Source: an optimization exercise on an open RTL-to-GDS flow (aim: a short achievable clock period and few clock cycles). Production flows keep margins and buffers that such runs may drop.
At most, simulation tests tie the RTL to the original design; equivalence was not proved.
No functional check of the RTL was part of runs 1 and 2.
Power is estimated from default activity; no workload was simulated.

`flow/config.mk`:
```
export PLATFORM = sky130hd
export DESIGN_NAME = cpu
export DESIGN_NICKNAME = cpu
export VERILOG_FILES = /design/flow/design.v
export SDC_FILE = /design/flow/constraint.sdc
export NUM_CORES = 4
export LEC_CHECK = 0
export ABC_CLOCK_PERIOD_IN_PS = 3000
export CAP_MARGIN = 20
export CORE_MARGIN = 2
export CORE_UTILIZATION = 40
export SETUP_SLACK_MARGIN = 5
export SLEW_MARGIN = 20
```
`flow/constraint.sdc`:
```
create_clock -name core_clock -period 10.0 [get_ports {clk}]
set_input_delay 2.0000 -clock core_clock [delete_from_list [all_inputs] [get_ports {clk}]]
set_output_delay 2.0000 -clock core_clock [all_outputs]
set_load 0.01 [all_outputs]
```
`flow/design.v`:
```
package definesPkg;
   parameter BTB_BITS = 5;
endpackage
import definesPkg::*;
module cpu
(
   input clk,
   input reset,
   output [15:0] o_pc_addr,
   output o_pc_rd,
   input [15:0] i_pc_rddata,
   output [15:0] o_ldst_addr,
   output o_ldst_rd,
   output o_ldst_wr,
   input [15:0] i_ldst_rddata,
   output [15:0] o_ldst_wrdata,
   output [127:0] o_tb_regs
);
   localparam NB = 1 << BTB_BITS;
   localparam TW = 15 - BTB_BITS;    
   localparam PT = 4;                
   logic [15:0] pc;
   logic [15:0] rf [0:7];
   logic        N, Z;
   logic        d_valid;
   logic [15:0] d_pc;
   logic        d_ptok;           
   logic        x_valid;
   logic [15:0] x_a, x_b;           
   logic [10:0] x_hi;               
   logic [1:0]  x_sel1, x_sel2;
   logic        x_sub, x_setf, x_wr, x_ld;
   logic [2:0]  x_rd;
   logic        x_br, x_breg, x_call, x_ret;
   logic [1:0]  x_cond;           
   wire  [15:0] x_tgt;
   logic [15:0] x_jreg, x_pc, x_pc2, x_pred;
   logic        x_eqf;            
   logic        x_ptok;           
   logic [15:0] m_addr, m_wdata;
   logic        m_rd, m_wr;
   logic        w_ld;
   logic [2:0]  w_rd;
   logic [NB-1:0] bt_v, bt_ret, bt_call;
   logic [TW-1:0] bt_tag [0:NB-1];
   logic [15:0]   bt_tgt [0:NB-1];
   logic [15:0]   rar;
   logic          u_we, u_set, u_ret, u_call;
   logic [BTB_BITS-1:0] u_idx;
   logic [TW-1:0] u_tag;
   logic [15:0]   u_tgt;
   assign o_pc_addr = pc;
   assign o_pc_rd = 1'b1;
   assign o_ldst_addr = m_addr;
   assign o_ldst_wrdata = m_wdata;
   assign o_ldst_rd = m_rd;
   assign o_ldst_wr = m_wr;
   logic [127:0] tb_regs;
   assign o_tb_regs = tb_regs;
   logic [15:0] in1, in2;
   always_comb begin
      case (x_sel1)
         2'd0: in1 = x_a;
         2'd1: in1 = {8'd0, x_a[7:0]};
         2'd2: in1 = x_pc2;
         default: in1 = 16'd0;
      endcase
      case (x_sel2)
         2'd0: in2 = x_b;
         2'd1: in2 = {{8{x_hi[10]}}, x_hi[10:3]};
         2'd2: in2 = {x_hi[10:3], 8'd0};
         default: in2 = 16'd0;
      endcase
   end
   wire [15:0] sum = in1 + (in2 ^ {16{x_sub}}) + {15'b0, x_sub};
   logic taken;
   always_comb begin
      case (x_cond)
         2'd0: taken = x_br;
         2'd1: taken = x_br & Z;
         2'd2: taken = x_br & N;
         default: taken = 1'b0;
      endcase
   end
   wire [15:0] actual = taken ? (x_breg ? x_jreg : x_tgt) : x_pc2;
   wire        eq_r = (x_jreg == x_pred);
   wire        mp = x_valid & (taken ? ~(x_breg ? eq_r : x_ptok) : ~x_eqf);
   assign      x_tgt = x_pc2 + {{4{x_hi[10]}}, x_hi, 1'b0};
   wire [BTB_BITS-1:0] ridx = pc[BTB_BITS:1];
   wire        hit = bt_v[ridx] & (bt_tag[ridx][PT-1:0] == pc[BTB_BITS+PT:BTB_BITS+1]);
   wire        hitf = bt_v[ridx] & (bt_tag[ridx] == pc[15:BTB_BITS+1]);
   wire [15:0] pc2 = pc + 16'd2;
   wire [15:0] pred_next = hit ? (bt_ret[ridx] ? rar : bt_tgt[ridx]) : pc2;
   wire [15:0] instr = i_pc_rddata;
   wire [4:0]  op = instr[4:0];
   wire [2:0]  rx = instr[7:5];
   wire [2:0]  ry = instr[10:8];
   wire [15:0] d_pc2 = d_pc + 16'd2;
   logic use_x, use_y;
   always_comb begin
      case (op)
         5'b00001, 5'b00010, 5'b00011, 5'b00101,
         5'b10001, 5'b10010, 5'b10011, 5'b10110,
         5'b01000, 5'b01001, 5'b01010, 5'b01100: use_x = 1'b1;
         default: use_x = 1'b0;
      endcase
      case (op)
         5'b00000, 5'b00001, 5'b00010, 5'b00011, 5'b00100, 5'b00101: use_y = 1'b1;
         default: use_y = 1'b0;
      endcase
   end
   logic [15:0] va, vb;
   always_comb begin
      if (x_valid & x_wr & (x_rd == rx)) va = sum;
      else if (w_ld & (w_rd == rx)) va = i_ldst_rddata;
      else va = rf[rx];
      if (x_valid & x_wr & (x_rd == ry)) vb = sum;
      else if (w_ld & (w_rd == ry)) vb = i_ldst_rddata;
      else vb = rf[ry];
   end
   wire stall = d_valid & x_valid & x_ld &
                ((use_x & (x_rd == rx)) | (use_y & (x_rd == ry)));
   wire go = d_valid & ~stall & ~mp;
   logic [1:0] n_sel1, n_sel2;
   logic n_sub, n_setf, n_wr, n_ld, n_st, n_br, n_breg, n_call, n_ret;
   logic [1:0] n_cond;
   logic [2:0] n_rd;
   always_comb begin
      n_sel1 = 2'd3; n_sel2 = 2'd3;
      n_sub = 1'b0; n_setf = 1'b0; n_wr = 1'b0; n_ld = 1'b0; n_st = 1'b0;
      n_br = 1'b0; n_breg = 1'b0; n_call = 1'b0; n_ret = 1'b0; n_cond = 2'd3;
      n_rd = rx;
      case (op)
         5'b00000: begin n_sel2 = 2'd0; n_wr = 1'b1; end                                   
         5'b00001: begin n_sel1 = 2'd0; n_sel2 = 2'd0; n_wr = 1'b1; n_setf = 1'b1; end       
         5'b00010: begin n_sel1 = 2'd0; n_sel2 = 2'd0; n_wr = 1'b1; n_setf = 1'b1; n_sub = 1'b1; end  
         5'b00011: begin n_sel1 = 2'd0; n_sel2 = 2'd0; n_setf = 1'b1; n_sub = 1'b1; end      
         5'b00100: begin n_ld = 1'b1; end                                               
         5'b00101: begin n_st = 1'b1; end                                               
         5'b10000: begin n_sel2 = 2'd1; n_wr = 1'b1; end                                   
         5'b10001: begin n_sel1 = 2'd0; n_sel2 = 2'd1; n_wr = 1'b1; n_setf = 1'b1; end       
         5'b10010: begin n_sel1 = 2'd0; n_sel2 = 2'd1; n_wr = 1'b1; n_setf = 1'b1; n_sub = 1'b1; end  
         5'b10011: begin n_sel1 = 2'd0; n_sel2 = 2'd1; n_setf = 1'b1; n_sub = 1'b1; end      
         5'b10110: begin n_sel1 = 2'd1; n_sel2 = 2'd2; n_wr = 1'b1; end  
         5'b01000: begin n_br = 1'b1; n_breg = 1'b1; n_cond = 2'd0; n_ret = (rx == 3'd7); end  
         5'b01001: begin n_br = 1'b1; n_breg = 1'b1; n_cond = 2'd1; n_ret = (rx == 3'd7); end  
         5'b01010: begin n_br = 1'b1; n_breg = 1'b1; n_cond = 2'd2; n_ret = (rx == 3'd7); end  
         5'b01100: begin n_br = 1'b1; n_breg = 1'b1; n_cond = 2'd0; n_call = 1'b1;             
                         n_sel1 = 2'd2; n_wr = 1'b1; n_rd = 3'd7; end
         5'b11000: begin n_br = 1'b1; n_cond = 2'd0; end                                
         5'b11001: begin n_br = 1'b1; n_cond = 2'd1; end                                
         5'b11010: begin n_br = 1'b1; n_cond = 2'd2; end                                
         5'b11100: begin n_br = 1'b1; n_cond = 2'd0; n_call = 1'b1;                      
                         n_sel1 = 2'd2; n_wr = 1'b1; n_rd = 3'd7; end
         default: ;
      endcase
   end
   always_ff @(posedge clk or posedge reset) begin
      if (reset) begin
         d_valid <= 1'b0;
         x_valid <= 1'b0;
         m_wr <= 1'b0;
         w_ld <= 1'b0;
         N <= 1'b0;
         Z <= 1'b0;
         bt_v <= '0;
         u_we <= 1'b0;
         rar <= 16'd0;
      end else begin
         if (mp & x_call) rar <= x_pc2;
         else if (!mp & hit & bt_call[ridx]) rar <= pc2;
         d_valid <= ~mp & ~stall;
         x_valid <= go;
         m_wr <= go & n_st;
         w_ld <= x_valid & x_ld;
         if (x_valid & x_setf) begin
            N <= sum[15];
            Z <= (sum == 16'd0);
         end
         u_we <= mp;
         if (u_we) bt_v[u_idx] <= u_set;
      end
   end
   always_ff @(posedge clk) begin
      if (reset) begin
         pc <= 16'd0;
         m_rd <= 1'b0;
      end else begin
         if (mp) pc <= actual;
         else if (stall) pc <= d_pc;
         else pc <= pred_next;
         m_rd <= go & n_ld;
      end
   end
   always_ff @(posedge clk) begin
      if (!mp & !stall) begin
         d_pc <= pc;
         d_ptok <= hitf & ~bt_ret[ridx];
      end
      x_ptok <= d_ptok;
      x_a <= va;
      x_b <= vb;
      x_hi <= instr[15:5];
      x_sel1 <= n_sel1;
      x_sel2 <= n_sel2;
      x_sub <= n_sub;
      x_setf <= n_setf;
      x_wr <= n_wr;
      x_ld <= n_ld;
      x_rd <= n_rd;
      x_br <= n_br;
      x_breg <= n_breg;
      x_call <= n_call;
      x_ret <= n_ret;
      x_cond <= n_cond;
      x_jreg <= va;
      x_pc <= d_pc;
      x_pc2 <= d_pc2;
      x_pred <= pc;
      m_addr <= vb;
      m_wdata <= va;
      w_rd <= x_rd;
      x_eqf <= (d_pc2 == pc);
      u_set <= taken;
      u_idx <= x_pc[BTB_BITS:1];
      u_tag <= x_pc[15:BTB_BITS+1];
      u_tgt <= actual;
      u_ret <= x_ret;
      u_call <= x_call;
      if (u_we & u_set) begin
         bt_tag[u_idx] <= u_tag;
         bt_tgt[u_idx] <= u_tgt;
         bt_ret[u_idx] <= u_ret;
         bt_call[u_idx] <= u_call;
      end
   end
   always_ff @(posedge clk)
      tb_regs <= {rf[7], rf[6], rf[5], rf[4], rf[3], rf[2], rf[1], rf[0]};
   always_ff @(posedge clk) begin
      if (reset) begin
         rf[0] <= 16'hCAFE; rf[1] <= 16'hBADD; rf[2] <= 16'hCAFE; rf[3] <= 16'hBADD;
         rf[4] <= 16'hCAFE; rf[5] <= 16'hBADD; rf[6] <= 16'hCAFE; rf[7] <= 16'hBADD;
      end else begin
         if (w_ld) rf[w_rd] <= i_ldst_rddata;
         if (x_valid & x_wr) rf[x_rd] <= sum;
      end
   end
endmodule
```
`flow/flow/run.sh`:
```
#!/bin/bash
# Standard ORFS layout, with repair_timing aiming for a larger setup margin.
set -euo pipefail
bash standard.sh SETUP_SLACK_MARGIN=7.0 finish > standard_flow.log 2>&1
```
`flow/standard.sh`:
```
#!/bin/bash
# synth_recipe.tcl (not shown) runs the flow's synth.tcl, then flattens the netlist and writes it again
# the make line also repeats each setting of config.mk as NAME=value (left out here)
make -C /OpenROAD-flow-scripts/flow DESIGN_CONFIG=/design/flow/config.mk WORK_HOME=/design/flow/orfs CLKGATE_MAP_FILE= SYNTH_SCRIPT=/design/flow/synth_recipe.tcl "${@:-finish}"
```
==> results.cfg, run 1 <==
[outcome]
status = finished clean

[min_path]
min_path_type = flop to flop
min_from = x_pc[2]$_DFF_P_

[grt]
grt_max_degree = 62
overflow = 0
grt_util_all_layers_pct = 24.4
grt_pass1_wl_um = 254000
grt_pass1_vias = 34500
antenna_found_initial = 10

[timing]
fin_crit_sh_pct = 35.9
drv_slew = 0
finalHoldViolCount = 0
setup_violations = 0
slew_headroom_pct = 20.3
skew_ns = 0.0567
period_needed_ns = 3.59
rsz0062_at_grt = true
tns_ns = 0
fmax_ghz = 0.278
tightest_slew_ns = 1.18

[synthesis]
synth_cell_types = 73
ys_warn_count = 1
synth_mux_area_share_pct = 16.4
yosysTopAreaCell = edfxtp_1
yosys-top-cells-area = edfxtp_1 55%, mux4_2 12%, dfxtp_1 10%
synthXorXnorAreaFrac_pct = 1.90
synth_cells = 3521
ys_ff_latch = 1387
synth_ff_type = edfxtp_1
synth-compound-area-share_pct = 5.16
synth_edf_count = 1041
syn_avg_cell_area_um2 = 16.1
synth.most_common_cell = edfxtp_1
netlist_area_mm2 = 0.0567
yosys.area_share.simple_pct = 5.61
synth_top_family_by_area = multiplexers
synth_commonest_cells = 1,041 x edfxtp_1, 312 x mux4_2, 291 x dfxtp_1
synth_top_area_share_pct = 55.2
yosysSeqAreaShare_pct = 67.9
synth_fa_ha_area_share_pct = 0.888
synth-async-reset-ratio_pct = 3.97
synth_nets = 3594

[worst_setup_path]
r2r_start = x_sel2[0]$_DFF_P_
cp_num_buf_inv = 3
crit_chain = buf_16 -> buf_16 -> buf_6
slowest_stage = dfxtp_4
cp-end-kind = output pin
cp.arrival_ns = 1.59
slowest_delay_ns = 0.36
cp-startpoint = pc[1]$_SDFF_PP0_
path_common_cell = buf_16
critPathMaxFanout = 4
start_kind = flop
worstPathRequired_ns = 8.00
cpLargestDelayFamily = buffers and inverters
crit_type = flop to output pin

[cells_and_area]
final_layout_size_suffix_gt1_share_pct = 37.0
final_nets = 4039
fin_area_mm2 = 0.0704
syn2layout_area_growth_pct = 24.3

[drt]
wl_met3_um = 16400
dr.first_iter.drc_count = 4303
met2_length_um = 84100
post_drt_via_cell_ratio = 5.89
drc = 0
routed_wl_um = 181000
ant_nets = 0
firstDrtPassIters = 6
wl_met1_um = 73000
vias = 35200
wl_per_cell_um = 30.3
dr.max_layer_used = met5

[power]
p_int_mw = 12.1
power.share.clock_pct = 29.7
p_leak_nw = 24.0
switchingPower_mw = 5.80
cellPowerDensity_mw_per_mm2 = 255
power.share.sequential_pct = 43.5
power_frac_comb_pct = 26.8
sw_frac_of_total_pct = 32.4
ir_worst_vdd_v = 0.000205

[clocking]
clockRootBuffer = clkbuf_16
clk_latency_ns = 0.81
htreeDepth = 4
cts_buffer_depth = 3
clock_sinks = 1387
clk_pin_slew_ns = 0.06
cts_tree = yes
cts_buffers = 145
ctsHoldBuffers = 0

[die]
die_w_um = 380
die_y_um = 380
fp.dieArea_mm2 = 0.145
initial_core_util_pct = 40.2
num_rows = 138
io_pins = 213
design.core.area_mm2 = 0.141

[run]
drv_cap = 0

[placed_design]
placed_cell_area_mm2 = 0.0614
hpwl_um = 103000
io_buffers = 211
place_congestion = 0.873
## final timing paths
| check | end | slack (ns) | cells after the start |
|---|---|---|---|
| max | o_pc_addr[1] | 6.41 | 3 |
| min | u_idx[1]$_DFF_P_ | 0.32 | 0 |
| max reg2reg | Z$_DFFE_PP0P_ | 6.45 | 16 |
| min reg2reg | u_idx[1]$_DFF_P_ | 0.32 | 0 |
| max in group asynchronous | bt_v[24]$_DFFE_PP0P_ | 8.27 | 2 |
| min in group asynchronous | rar[8]$_DFFE_PP0P_ | 1.29 | 2 |
## final cells by class
class	count	area [um2]
Timing Repair Buffer	521	5670
Clock buffer	204	4070
Tap cell	1890	2360
Timing Repair inverter	2	17.5
Antenna cell	1	2.50
Clock inverter	62	597
Multi-Input combinational cell	1877	18800
Sequential cell	1387	38800
Inverter	32	138
Fill cell	11700	70600
## power by group through the flow
stage | sequential, mW | clock [mW] | combinational [mW]
2_1_floorplan | 7.51 | 0 | 2.60
3_3_place_gp | 7.98 | 0 | 3.56
3_5_place_dp | 8.00 | 0 | 3.57
4_1_cts | 7.77 | 5.40 | 4.50
5_1_grt | 7.86 | 5.63 | 5.03
6_report | 7.80 | 5.33 | 4.80
## through the flow
step	worst slack, ns	std cells	hold slack (ns)	util [%]	total power [mW]
6_report	6.41	5976	0.322	49.9	17.9
5_1_grt	6.32	5975	0.327	49.9	18.5
4_1_cts	6.38	5902	0.323	48.9	17.7
3_5_place_dp	4.42	5467	0.315	43.5	11.6
3_3_place_gp	4.50	5467	0.315	43.5	11.5
2_1_floorplan	6.22	3521	0.310	-	10.1
## flip-flops by register name, indices dropped and copies added, names as in the netlist, 5 cells and up
| name | flops |
|---|---|
| bt_call | 32 |
| bt_ret | 32 |
| bt_tag | 320 |
| bt_tgt | 512 |
| bt_v | 32 |
| d_pc | 16 |
| m_addr | 16 |
| m_wdata | 16 |
| o_tb_regs | 128 |
| pc | 16 |
| rar | 16 |
| rf | 128 |
| u_idx | 5 |
| u_tag | 10 |
| u_tgt | 16 |
| x_hi | 11 |
| x_pc | 15 |
| x_pc2 | 16 |
| x_pred | 16 |
## layer usage
layer | global-route usage (%) | up-vias
li1 | - | 14700
met1 | 33.6 | 18200
met2 | 37.9 | 1905
met3 | 5.10 | 393
met4 | 9.88 | 10
met5 | 0 | -
## repair_timing
| item | CTS | global route |
|---|---|---|
| pin swaps | 64 | 52 |
| resized for setup | 1278 | 216 |
| setup buffers | 143 | 65 |
| endpoints found under the setup margin | 601 | 510 |
| gates cloned | 26 | 8 |
## layout by cell type (no fill, tap or decap), drive strengths merged, types with 12 or more instances in the layout
cell type	n
nand4	15
mux2	63
or3	12
and3	15
nand3	103
nor3	112
nor2	136
dfrtp	55
clkdlybuf4s50	21
inv	37
xor2	57
buf	487
dfxtp	291
nand2b	23
a31oi	12
clkinv	53
nand2	175
a21oi	127
ha	37
mux4	312
o22ai	26
a22oi	16
xnor2	66
mux2i	156
clkbuf	211
nor2b	26
edfxtp	1041
nand3b	13
o21ai	244
## cells by family after synthesis
group	count (synthesis)
DFF	1387
and+or+nand+nor	664
muxes	531
AOI/OAI and AO/OA	508
buffers and inverters	268
xor gates and xnor gates	123
adders and majority gates	39
other	1
==> inputs of run 2 (changes only) <==
--- a/flow/config.mk
+++ b/flow/config.mk
@@ -8,6 +8,6 @@
 export ABC_CLOCK_PERIOD_IN_PS = 3000
 export CAP_MARGIN = 20
 export CORE_MARGIN = 2
-export CORE_UTILIZATION = 40
+export CORE_UTILIZATION = 55
 export SETUP_SLACK_MARGIN = 5
 export SLEW_MARGIN = 20
==> run 2 against run 1 <==
Combinational power rose by 3%. Sequential cell count did not move. Utilization rose by 19 points. Sequential power barely moved. Power rose by 1.8%. Synthesized cell count did not move. Non-clock buffer count fell by 37. Via count rose by 2.1%. Count of clock-buffer cells in the layout fell by 23. Global-route usage rose by 9.9 points.
==> results.cfg, run 2 <==
[timing]
drv_slew = 0
fin_crit_sh_pct = 35.5
period_needed_ns = 3.55
setup_violations = 0
finalHoldViolCount = 0
tightest_slew_ns = 1.20
fin_ws_ns = 6.45
skew_ns = 0.0248
rsz0062_at_grt = true
tns_ns = 0
fin_hold_ws_ns = 0.327
fmax_ghz = 0.282
slew_headroom_pct = 19.1

[cells_and_area]
fin_cells = 5415
num-fill-cells = 6750
final_layout_size_suffix_gt1_share_pct = 36.8
final_common_cell = edfxtp_1
largest_register_ffs = 512
regMostFlops = bt_tgt
syn2layout_area_growth_pct = 23.7
seq_area_mm2 = 0.0387
fin_area_mm2 = 0.0701
top_regs = bt_tgt (512), bt_tag (320)
multi_input_area_mm2 = 0.0190
final_nets = 4004
mostFrequentLayoutCells = 1,041 x edfxtp_1, 312 x mux4_2, 183 x o21ai_0
post-route-util_pct = 68.7

[synthesis]
synth_edf_count = 1041
yosysTopAreaCell = edfxtp_1
synth_top_area_share_pct = 55.2
synth-async-reset-ratio_pct = 3.97
synth_mux_area_share_pct = 16.4
yosysSeqAreaShare_pct = 67.9
synth_ff_type = edfxtp_1
yosys.area_share.simple_pct = 5.61
ys_warn_count = 1
yosys-top-cells-area = edfxtp_1 55%, mux4_2 12%, dfxtp_1 10%
synth_nets = 3594
synth_cell_types = 73
synth_commonest_cells = 1,041 x edfxtp_1, 312 x mux4_2, 291 x dfxtp_1
synth-compound-area-share_pct = 5.16
netlist_area_mm2 = 0.0567
synthXorXnorAreaFrac_pct = 1.90
synth_fa_ha_area_share_pct = 0.888
ys_ff_latch = 1387
syn_avg_cell_area_um2 = 16.1
synth_cells = 3521
synth_top_family_by_area = multiplexers
synth.most_common_cell = edfxtp_1

[worst_setup_path]
cp-end-kind = output pin
critPathMaxFanout = 3
cp.arrival_ns = 1.55
worstPathRequired_ns = 8.00
crit_type = flop to output pin
start_kind = flop
r2r_start = pc[1]$_SDFF_PP0_
reg2reg_slack_ns = 6.46
r2r_end = rar[12]$_DFFE_PP0P_
rr_worst_depth = 12

[power]
p_leak_nw = 24.0
ir_worst_vdd_v = 0.000204
p_total_mw = 18.3
cellPowerDensity_mw_per_mm2 = 260

[grt]
grt_util_all_layers_pct = 34.3
grt_pass1_vias = 35300
antenna_found_initial = 4
grt_max_degree = 70
overflow = 0
grt_pass1_wl_um = 258000

[drt]
firstDrtPassIters = 8
drc = 0
wl_per_cell_um = 33.4
routed_wl_um = 181000
post_drt_via_cell_ratio = 6.64
vias = 35900
ant_nets = 0
dr.first_iter.drc_count = 4758

[min_path]
hold_depth = 0
min_from = x_pc[5]$_DFF_P_
min_path_type = flop to flop
whs_endpoint = u_idx[4]$_DFF_P_

[clocking]
cts_buffer_depth = 3
cts_tree = yes
clk_pin_slew_ns = 0.07
clk_latency_ns = 0.78
clockRootBuffer = clkbuf_16
htreeDepth = 4
cts_buffers = 144
ctsHoldBuffers = 0
clock_sinks = 1387

[placed_design]
placed_cell_area_mm2 = 0.0607
place_inst = 4942
hpwl_um = 102000
place_congestion = 0.936
post-place-ws_ns = 4.44
io_buffers = 211

[die]
initial_core_util_pct = 55.5
fp.dieArea_mm2 = 0.106
design.core.area_mm2 = 0.102
num_rows = 117
io_pins = 213
die_w_um = 325
die_y_um = 325

[run]
drv_cap = 0

[outcome]
status = finished clean
[run 2: cell counts after synthesis]
No cell type changed its count.
[run 2: cells by family (layout without fill, tap and decap cells)]
kind of cell,count (synthesis),count (layout)
AO/OA/AOI/OAI,508,508
flip-flops,1387,1387
adder cells (fa/ha/maj),39,39
AND/OR/NAND/NOR,664,678
multiplexers,531,531
buffers and inverters,268,779
XOR/XNOR,123,123
other,1,2
[run 2: metal layers]
metal | share of wire, % | track usage [%] | wire length [um] | up-vias
li1 | - | - | - | 14600
met1 | 39 | 47.6 | 70300 | 18500
met2 | 46 | 53.3 | 84000 | 2316
met3 | 10 | 7.07 | 18200 | 492
met4 | 4.8 | 14.4 | 8660 | 6
met5 | 0.022 | 0 | 39 | -
[run 2: worst max path at each step]
| stage | cells after the start | startpoint | slack [ns] | to |
|---|---|---|---|---|
| global placement | 11 | i_pc_rddata[10] | 4.53 | pc[3]$_SDFF_PP0_ |
| finish | 3 | pc[1]$_SDFF_PP0_ | 6.45 | o_pc_addr[1] |
| CTS | 2 | pc[5]$_SDFF_PP0_ | 6.53 | o_pc_addr[5] |
| global route | 15 | x_sel2[0]$_DFF_P_ | 6.36 | Z$_DFFE_PP0P_ |
| detailed placement | 11 | i_pc_rddata[10] | 4.44 | pc[5]$_SDFF_PP0_ |
| floorplan | 11 | i_pc_rddata[8] | 6.22 | pc[9]$_SDFF_PP0_ |
[run 2: cell type report]
cell class / count / share of cell area, %
clock inverters: 80 / 1.22
multi-input cells: 1880 / 27.1
diodes: 1 / 0.00357
inverters: 32 / 0.202
flip-flops and latches: 1387 / 55.2
clock buffers: 181 / 5.72
well taps: 1368 / 2.44
repair inverters: 2 / 0.0250
repair buffers: 484 / 8.01
[run 2: critical path, stage by stage, from the launching register on]
cell and delay (ns):
dfxtp_4 0.39, buf_12 0.14, buf_12 0.13, buf_6 0.11
[run 2: power breakdown]
group	switching (mW)	leakage (nW)	internal (mW)	total [mW]
logic	2.74	9.13	2.20	4.94
clock network	2.28	2.39	3.22	5.50
registers	0.806	12.5	7.02	7.83
[run 2: what timing repair did]
| item | in CTS | in global routing |
|---|---|---|
| setup endpoints to repair | 1388 | 506 |
| buffers inserted | 142 | 24 |
| pin swaps | 77 | 35 |
| gates cloned | 41 | 4 |
| resized for setup | 1344 | 127 |
==> inputs of run 3 (changes only) <==
--- a/flow/design.v
+++ b/flow/design.v
@@ -24,7 +24,9 @@
    logic        N, Z;
    logic        d_valid;
    logic [15:0] d_pc;
-   logic        d_ptok;           
+   logic        d_bok;            
+   logic [TW-1:0] d_btag;         
+   logic        d_fall;           
    logic        x_valid;
    logic [15:0] x_a, x_b;           
    logic [10:0] x_hi;               
@@ -37,6 +39,7 @@
    logic [15:0] x_jreg, x_pc, x_pc2, x_pred;
    logic        x_eqf;            
    logic        x_ptok;           
+   logic        x_z0, x_o1;       
    logic [15:0] m_addr, m_wdata;
    logic        m_rd, m_wr;
    logic        w_ld;
@@ -84,11 +87,12 @@
    end
    wire [15:0] actual = taken ? (x_breg ? x_jreg : x_tgt) : x_pc2;
    wire        eq_r = (x_jreg == x_pred);
-   wire        mp = x_valid & (taken ? ~(x_breg ? eq_r : x_ptok) : ~x_eqf);
+   wire        skip = x_valid & taken & ~x_breg & x_o1 & x_eqf & d_valid & d_fall;
+   wire        mp = x_valid & ~skip &
+                    (taken ? ~(x_breg ? eq_r : (x_ptok | (x_z0 & x_eqf))) : ~x_eqf);
    assign      x_tgt = x_pc2 + {{4{x_hi[10]}}, x_hi, 1'b0};
    wire [BTB_BITS-1:0] ridx = pc[BTB_BITS:1];
    wire        hit = bt_v[ridx] & (bt_tag[ridx][PT-1:0] == pc[BTB_BITS+PT:BTB_BITS+1]);
-   wire        hitf = bt_v[ridx] & (bt_tag[ridx] == pc[15:BTB_BITS+1]);
    wire [15:0] pc2 = pc + 16'd2;
    wire [15:0] pred_next = hit ? (bt_ret[ridx] ? rar : bt_tgt[ridx]) : pc2;
    wire [15:0] instr = i_pc_rddata;
@@ -118,9 +122,9 @@
       else if (w_ld & (w_rd == ry)) vb = i_ldst_rddata;
       else vb = rf[ry];
    end
-   wire stall = d_valid & x_valid & x_ld &
+   wire stall = d_valid & x_valid & x_ld & ~skip &
                 ((use_x & (x_rd == rx)) | (use_y & (x_rd == ry)));
-   wire go = d_valid & ~stall & ~mp;
+   wire go = d_valid & ~stall & ~mp & ~skip;
    logic [1:0] n_sel1, n_sel2;
    logic n_sub, n_setf, n_wr, n_ld, n_st, n_br, n_breg, n_call, n_ret;
    logic [1:0] n_cond;
@@ -177,7 +181,7 @@
             N <= sum[15];
             Z <= (sum == 16'd0);
          end
-         u_we <= mp;
+         u_we <= mp | skip;
          if (u_we) bt_v[u_idx] <= u_set;
       end
    end
@@ -195,9 +199,13 @@
    always_ff @(posedge clk) begin
       if (!mp & !stall) begin
          d_pc <= pc;
-         d_ptok <= hitf & ~bt_ret[ridx];
-      end
-      x_ptok <= d_ptok;
+         d_bok <= hit & ~bt_ret[ridx];
+         d_btag <= bt_tag[ridx];
+         d_fall <= ~hit;
+      end
+      x_ptok <= d_bok & (d_btag == d_pc[15:BTB_BITS+1]);
+      x_z0 <= (instr[15:5] == 11'd0);
+      x_o1 <= (instr[15:5] == 11'd1);
       x_a <= va;
       x_b <= vb;
       x_hi <= instr[15:5];
==> flow/config.mk (replaced) <==
export PLATFORM = sky130hd
export DESIGN_NAME = cpu
export DESIGN_NICKNAME = cpu
export VERILOG_FILES = /design/flow/design.v
export SDC_FILE = /design/flow/constraint.sdc
export NUM_CORES = 4
export LEC_CHECK = 0
export ABC_CLOCK_PERIOD_IN_PS = 1000
export CAP_MARGIN = 20
export CORE_MARGIN = 2
export CORE_UTILIZATION = 40
export SETUP_SLACK_MARGIN = 5
export SLEW_MARGIN = 20
==> run 3 against run 2 <==
Still clean. First-iteration DRC count fell by 4.7%. Design area up 4.4%. Combinational power down 7.1%. Critical path type is now flop to flop. Largest power group unchanged.
==> results.cfg, run 3 <==
[cells_and_area]
mostFrequentLayoutCells = 1,052 x edfxtp_1, 274 x mux4_2, 244 x buf_4
top_regs = bt_tgt (512), bt_tag (320)
regMostFlops = bt_tgt
syn2layout_area_growth_pct = 28.0
fin_area_mm2 = 0.0732
final_common_cell = edfxtp_1
final_nets = 4251
final_layout_size_suffix_gt1_share_pct = 39.7
num-fill-cells = 11400
largest_register_ffs = 512

[drt]
drc = 0
dr.first_iter.drc_count = 4534
firstDrtPassIters = 6
post_drt_via_cell_ratio = 5.94
vias = 36800
wl_per_cell_um = 30.9
ant_nets = 0
routed_wl_um = 191000

[clocking]
clockRootBuffer = clkbuf_16
htreeDepth = 4
cts_buffer_depth = 3
clock_sinks = 1400
clk_pin_slew_ns = 0.06
cts_buffers = 146
cts_tree = yes
clk_latency_ns = 0.82

[run]
drv_cap = 0

[synthesis]
synth_top_area_share_pct = 55.2
yosys-top-cells-area = edfxtp_1 55%, mux4_2 11%, dfxtp_1 10%
ys_warn_count = 1
synth_cell_types = 76
synth.most_common_cell = edfxtp_1
yosysSeqAreaShare_pct = 67.9
synth_cells = 3636
netlist_area_mm2 = 0.0572
yosysTopAreaCell = edfxtp_1
synth_edf_count = 1052
synth_ff_type = edfxtp_1
syn_avg_cell_area_um2 = 15.7
synth_nets = 3709
synth-async-reset-ratio_pct = 3.93
synth_commonest_cells = 1,052 x edfxtp_1, 293 x dfxtp_1, 274 x mux4_2
ys_ff_latch = 1400

[worst_setup_path]
critPathMaxFanout = 7
cp-startpoint = pc[1]$_SDFF_PP0_
rr_worst_depth = 13
cp-end-kind = flop
cp_num_buf_inv = 4
path_depth = 13
slowest_delay_ns = 0.50
start_kind = flop
crit_type = flop to flop
cp.arrival_ns = 4.13
crit_chain = buf_12 -> buf_16 -> buf_12 -> mux4_2 -> mux2_4 -> o22ai_4 -> a221oi_4 -> xor2_1 -> and4b_4 -> nand3b_4 -> buf_16 -> mux2i_1 -> o21ai_1
cpLargestDelayFamily = multiplexers
worstPathRequired_ns = 10.65
slowest_stage = mux4_2
r2r_start = pc[1]$_SDFF_PP0_

[placed_design]
hpwl_um = 105000
place_congestion = 0.881
placed_cell_area_mm2 = 0.0621
io_buffers = 211

[die]
die_y_um = 382
num_rows = 138
design.core.area_mm2 = 0.142
die_w_um = 382
initial_core_util_pct = 40.4
fp.dieArea_mm2 = 0.146
io_pins = 213

[min_path]
min_from = x_pc[4]$_DFF_P_
hold_depth = 0
min_path_type = flop to flop

[power]
cellPowerDensity_mw_per_mm2 = 246
switchingPower_mw = 5.71
ir_worst_vdd_v = 0.000165
sw_frac_of_total_pct = 31.7
power.share.clock_pct = 30.6
p_leak_nw = 25.2
power_frac_comb_pct = 25.5
power.share.sequential_pct = 43.9
p_int_mw = 12.3

[timing]
skew_ns = 0.0588
finalHoldViolCount = 0
fmax_ghz = 0.287
slew_headroom_pct = 25.8
tns_ns = 0
tightest_slew_ns = 1.11
setup_violations = 0
period_needed_ns = 3.48
drv_slew = 0
fin_crit_sh_pct = 34.8
rsz0062_at_grt = true

[grt]
grt_pass1_wl_um = 265000
antenna_found_initial = 14
overflow = 0
grt_util_all_layers_pct = 25.5
grt_pass1_vias = 35300
grt_max_degree = 54

[outcome]
status = finished clean
## run 3: changes by cell type after synthesis, moves of 20 or more
cell / before / now
nand2_1: 174 / 234
o21ai_0: 228 / 177
mux4_2: 312 / 274
o211ai_1: 2 / 36
a22oi_1: 16 / 39
mux2i_1: 156 / 177
nand4_1: 15 / 35
xnor2_1: 66 / 86
## run 3: power groups by stage
stage / Sequential [mW] / Combinational (mW) / Clock, mW
global placement: 8.04 / 3.41 / 0
global route: 7.97 / 4.82 / 5.83
CTS: 7.88 / 4.32 / 5.59
detailed placement: 8.06 / 3.42 / 0
floorplan: 7.61 / 2.57 / 0
finish: 7.91 / 4.59 / 5.52
## run 3: metrics by stage
| step | hold slack, ns | worst slack, ns | total power, mW | utilization, % | cells |
|---|---|---|---|---|---|
| after global placement | 0.312 | 4.64 | 11.4 | 43.8 | 5581 |
| after floorplan | 0.310 | 6.29 | 10.2 | - | 3636 |
| after CTS | 0.323 | 6.51 | 17.8 | 50.3 | 6104 |
| final | 0.322 | 6.52 | 18.0 | 51.6 | 6192 |
| after detailed placement | 0.312 | 4.55 | 11.5 | 43.8 | 5582 |
| after global routing | 0.331 | 6.46 | 18.6 | 51.6 | 6190 |
## run 3: cell type report
class	instances	area [um2]	share of cell area (%)
Sequential cell	1400	39100	53.4
Multi-Input combinational cell	1964	19500	26.7
Timing Repair Buffer	621	7060	9.64
Clock buffer	210	4130	5.64
Tap cell	1890	2360	3.23
Clock inverter	60	777	1.06
Inverter	43	189	0.258
Timing Repair inverter	2	17.5	0.0239
Antenna cell	2	5.00	0.00684
## run 3: repair_timing
item,CTS,global route
gates resized for setup,1342,255
pin swaps,108,82
setup endpoints to repair,893,454
hold endpoints to repair,0,0
gates cloned,39,9
hold buffers,0,0
buffers inserted,213,77
## run 3: cells by family after synthesis
family / after synthesis / synth area share, %
multiplexers: 523 / 15.3
AO/OA/AOI/OAI: 548 / 5.85
buffers and inverters: 281 / 2.28
flip-flops: 1400 / 67.9
XOR/XNOR: 126 / 1.93
AND/OR/NAND/NOR: 718 / 5.86
other: 1 / 0.00656
adder cells (fa/ha/maj): 39 / 0.879
## run 3: final timing paths
path	end	slack (ns)
setup / recovery	rar[8]$_DFFE_PP0P_	6.52
hold reg to reg	u_idx[3]$_DFF_P_	0.32
setup reg to reg	rar[8]$_DFFE_PP0P_	6.52
hold / removal	u_idx[3]$_DFF_P_	0.32
max in group asynchronous	rar[11]$_DFFE_PP0P_	7.87
min in group asynchronous	bt_v[22]$_DFFE_PP0P_	1.79
## run 3: layer usage
layer | vias to the layer above | routed length (um) | GRT usage [%]
li1 | 15300 | - | -
met1 | 18900 | 73900 | 33.5
met2 | 2049 | 90600 | 41.1
met3 | 467 | 18200 | 6.14
met4 | 18 | 8440 | 9.16
met5 | - | 118 | 0
Testbench counts of run 3, summed over its fixed seeds: cycles 85,432.

afterwards: timing with drivers on the ports:
Ports are ideal in the flow. The routed layouts listed here were re-timed in OpenROAD. Step 1 assumes that a clkbuf_16 drives the clock port and a buf_2 every other input. Step 2 adds t to the input delays and takes it off the output delays; t is the mean of the earliest and latest rising clock arrival at the registers after step 1. Input paths then give back, and output paths get back, about the clock's delay inside the block. a / b / c = ideal / step 1 / step 2; a / b = the first two.
run | t (ns) | slack for setup (ns) | worst hold slack (ns) | worst setup path after step 2
run 1 | 0.863 | 6.406 / 6.327 / 5.879 | 0.322 / 0.322 / 0.322 | input to register
run 2 | 0.837 | 6.449 / 6.378 / 6.001 | 0.327 / 0.327 / 0.327 | input to register
run 3 | 0.858 | 6.516 / 6.473 / 5.927 | 0.322 / 0.322 / 0.322 | input to register
After both steps setup and hold are still met in every run listed. For run 3, which loses most, drivers alone change the setup slack by -0.043 ns; drivers and shift together by -0.589 ns.
